Source: an optimization exercise on an open RTL-to-GDS flow (aim: small area). Production flows keep margins and buffers that such runs may drop.
Only simulation tests tie the RTL to the original design; equivalence was not proved.
The clock port is modelled as an ideal driver; clocking choices that lean on that would not hold on a real chip.

==> job 5376: inputs <==
==> flow/design.v (excerpt) <==
module FIR_FILTER (clk, rst, data_valid, data, fir_valid, fir_d);
  input clk, rst;
  input data_valid;
  input signed [15:0] data;
  output fir_valid;
  output signed [15:0] fir_d;
  reg [15:0] x0, x1, x2, x3, x4, x5, x6, x7, x8, x9, x10, x11, x12, x13, x14, x15, x16, x17, x18, x19, x20, x21, x22, x23, x24, x25, x26, x27, x28, x29, x30, x31;
  always @(posedge clk) begin
    x31 <= {~data[15], data[14:0]};
    x0 <= x1;
    x1 <= x2;
    x2 <= x3;
    x3 <= x4;
    x4 <= x5;
    x5 <= x6;
    x6 <= x7;
    x7 <= x8;
    x8 <= x9;
    x9 <= x10;
    x10 <= x11;
    x11 <= x12;
    x12 <= x13;
    x13 <= x14;
    x14 <= x15;
    x15 <= x16;
    x16 <= x17;
    x17 <= x18;
    x18 <= x19;
    x19 <= x20;
    x20 <= x21;
    x21 <= x22;
    x22 <= x23;
    x23 <= x24;
    x24 <= x25;
    x25 <= x26;
    x26 <= x27;
    x27 <= x28;
    x28 <= x29;
    x29 <= x30;
    x30 <= x31;
  end
  reg [5:0] cnt;
  always @(posedge clk or posedge rst) begin
    if (rst) cnt <= 6'd0;
    else if (!data_valid) cnt <= 6'd0;
    else if (cnt != 6'd34) cnt <= cnt + 6'd1;
  end
  assign fir_valid = (cnt == 6'd34);
  ...
export LEC_CHECK = 0
export CAP_MARGIN = 20
export CORE_MARGIN = 2
export CORE_UTILIZATION = 60
export GPL_TIMING_DRIVEN = 0
export SLEW_MARGIN = 20
export SYNTH_HIERARCHICAL = 1
create_clock -name core_clock -period 15.0 [get_ports {clk}]
standard.sh (not shown) runs the stock make flow with config.mk's settings and CLKGATE_MAP_FILE= SYNTH_SCRIPT=/design/flow/synth_recipe.tcl, a recipe that flattens the netlist after the stock synthesis.
==> flow/flow/run.sh <==
#!/bin/bash
set -euo pipefail
export CTS_ARGS="-sink_clustering_enable -repair_clock_nets -buf_list sky130_fd_sc_hd__clkbuf_4 -sink_clustering_size 10 -sink_clustering_max_diameter 60 -dont_use_dummy_load"
export BUFFER_PORTS_ARGS="-buffer_cell sky130_fd_sc_hd__buf_1"
bash standard.sh > standard.log 2>&1
==> job 9882 (differences from job 5376) <==
==> flow/flow/run.sh (replaced) <==
#!/bin/bash
# The standard layout, run stage by stage:
# - floorplan: pre-CTS setup repair only for paths worse than -3 ns (the clock skew
#   added after CTS gives the adder paths into the output register more time)
# - CTS: no dummy loads, sink clusters of up to 10 flops on clkbuf_4, then
#   flow/skew.tcl delays the output register's clock and repairs timing
# - port buffers: buf_1
set -euo pipefail
here=$(pwd)
export CTS_ARGS="-sink_clustering_enable -repair_clock_nets -buf_list sky130_fd_sc_hd__clkbuf_4 -sink_clustering_size 10 -sink_clustering_max_diameter 60 -dont_use_dummy_load"
export BUFFER_PORTS_ARGS="-buffer_cell sky130_fd_sc_hd__buf_1"
export SKEW_CELLS="dlygate4sd3_1 dlygate4sd3_1 dlygate4sd3_1 clkbuf_4"
SETUP_SLACK_MARGIN=-3 bash standard.sh floorplan > floorplan.log 2>&1
bash standard.sh place > place.log 2>&1
SKIP_CTS_REPAIR_TIMING=1 POST_CTS_TCL=$here/flow/skew.tcl bash standard.sh cts > cts.log 2>&1
bash standard.sh > finish.log 2>&1
==> flow/flow/skew.tcl (new file) <==
# Post-CTS hook: delay the clock of the output register r (its D inputs end the
# long adder paths; its Q outputs only feed the output ports through a short
# incrementer). Useful skew on the register-to-register paths into r.
set block [ord::get_db_block]
set db [ord::get_db]
set rinsts {}
foreach inst [$block getInsts] {
  if {[regexp {^r\[\d+\]\$_DFF_P_$} [$inst getName]]} { lappend rinsts $inst }
}
puts "skew: [llength $rinsts] output-register flops"
set srcnet [[[lindex $rinsts 0] findITerm CLK] getNet]
set sx 0; set sy 0
foreach r $rinsts { set loc [$r getLocation]; set sx [expr {$sx + [lindex $loc 0]}]; set sy [expr {$sy + [lindex $loc 1]}] }
set cx [expr {int($sx / [llength $rinsts])}]
set cy [expr {int($sy / [llength $rinsts])}]
set prev $srcnet
set i 0
foreach c $::env(SKEW_CELLS) {
  set m [$db findMaster sky130_fd_sc_hd__$c]
  set inst [odb::dbInst_create $block $m "skew_dly_$i"]
  set net [odb::dbNet_create $block "skew_net_$i"]
  $net setSigType CLOCK
  [$inst findITerm A] connect $prev
  [$inst findITerm X] connect $net
  $inst setLocation $cx $cy
  $inst setPlacementStatus PLACED
  set prev $net
  incr i
}
foreach r $rinsts {
  set it [$r findITerm CLK]
  $it disconnect
  $it connect $prev
}
global_connect
detailed_placement
estimate_parasitics -placement
report_clock_skew
repair_timing_helper
detailed_placement
check_placement -verbose
estimate_parasitics -placement
report_checks -path_delay max -format end
report_checks -path_delay min -format end
==> job 9318 (differences from job 5376) <==
==> flow/flow/run.sh (replaced) <==
#!/bin/bash
set -euo pipefail
export CTS_ARGS="-sink_clustering_enable -repair_clock_nets -buf_list sky130_fd_sc_hd__clkbuf_8 -sink_clustering_size 14 -sink_clustering_max_diameter 80 -dont_use_dummy_load"
export BUFFER_PORTS_ARGS="-buffer_cell sky130_fd_sc_hd__buf_1"
bash standard.sh > standard.log 2>&1
==> metrics.yaml <==
status:
  run_status: "aborted with a tool error"
  error: "Error: cts.tcl, 90 Empty command name \"\""
  stop_stage: "clock tree synthesis"
synth:
  synth_ff_type: "sky130_fd_sc_hd__dfxtp_1"
  synth_simple_gate_area_frac: 0.00686
  syn-instance-count: 1858
  syn-num-nets: 3003
  synth_xor_xnor_area_share: 0.00494
  complex_gate_fraction_of_the_synthesized_area: 0.00200
  synth_edf_count: 0
floorplan:
  core.rowCount: 86
That was job 9882.
==> metrics.yaml <==
synth:
  synth_edf_count: 0
  synth_ff_type: "sky130_fd_sc_hd__dfxtp_1"
  synth_xor_xnor_area_share: 0.00494
  complex_gate_fraction_of_the_synthesized_area: 0.00200
  synth_simple_gate_area_frac: 0.00686
  main_combinational_cell_family_by_area_after_synthesis: "adder cells"
  syn-num-nets: 3003
  netlist_area_sq_mm: 0.0337
  syn-instance-count: 1858
routing:
  highest_layer: "met5"
hold_path:
  hold_path_end: "x25[2]$_DFF_P_"
global_route:
  remaining_global_route_overflow: 0
status:
  run_status: "finished clean"
critical_path:
  worst_r2r_path_depth: 36
  worstSetupEndpointType: "flop"
  timing.critical_path.from_type: "flop"
  critical-path-top-cell-by-count: "sky130_fd_sc_hd__fa_1"
clock_network:
  ctsHoldBuffers: 0
floorplan:
  core.rowCount: 86
final_layout:
  multi_input_gates: 1209
That was job 5376.
==> metrics.yaml <==
synth:
  synth_simple_gate_area_frac: 0.00686
  synth_xor_xnor_area_share: 0.00494
  syn-num-nets: 3003
  syn-instance-count: 1858
  complex_gate_fraction_of_the_synthesized_area: 0.00200
status:
  run_status: "finished clean"
final_layout:
  clkCellAreaFrac: 0.0178
  multi_input_combinational_area_share: 0.636
floorplan:
  core.rowCount: 86
clock_network:
  clock_latency_ns: 0.68
That was job 9318.

static timing again, ports no longer ideal:
The results above use ideal ports. As a check the final layouts listed here were re-extracted and re-timed, cells and wires unchanged. Step 1 assumes that a clkbuf_16 drives the clock port and a buf_2 every other input. Step 2 also shifts input and output timing later by t, the mid clock arrival at the registers, as if the neighbouring blocks saw the same clock. Three values: no drivers, after step 1, after step 2; two values: the first two.
run | t (ns) | setup slack, ns | worst setup path after step 2 | worst register clock-pin slew, ns
job 5376 | 0.851 | 0.287 / 0.287 / 0.287 | register to register | 0.11 / 0.11
job 9318 | 0.704 | 0.359 / 0.359 / 0.359 | register to register | 0.09 / 0.09
After both steps setup and hold are still met in every run listed.
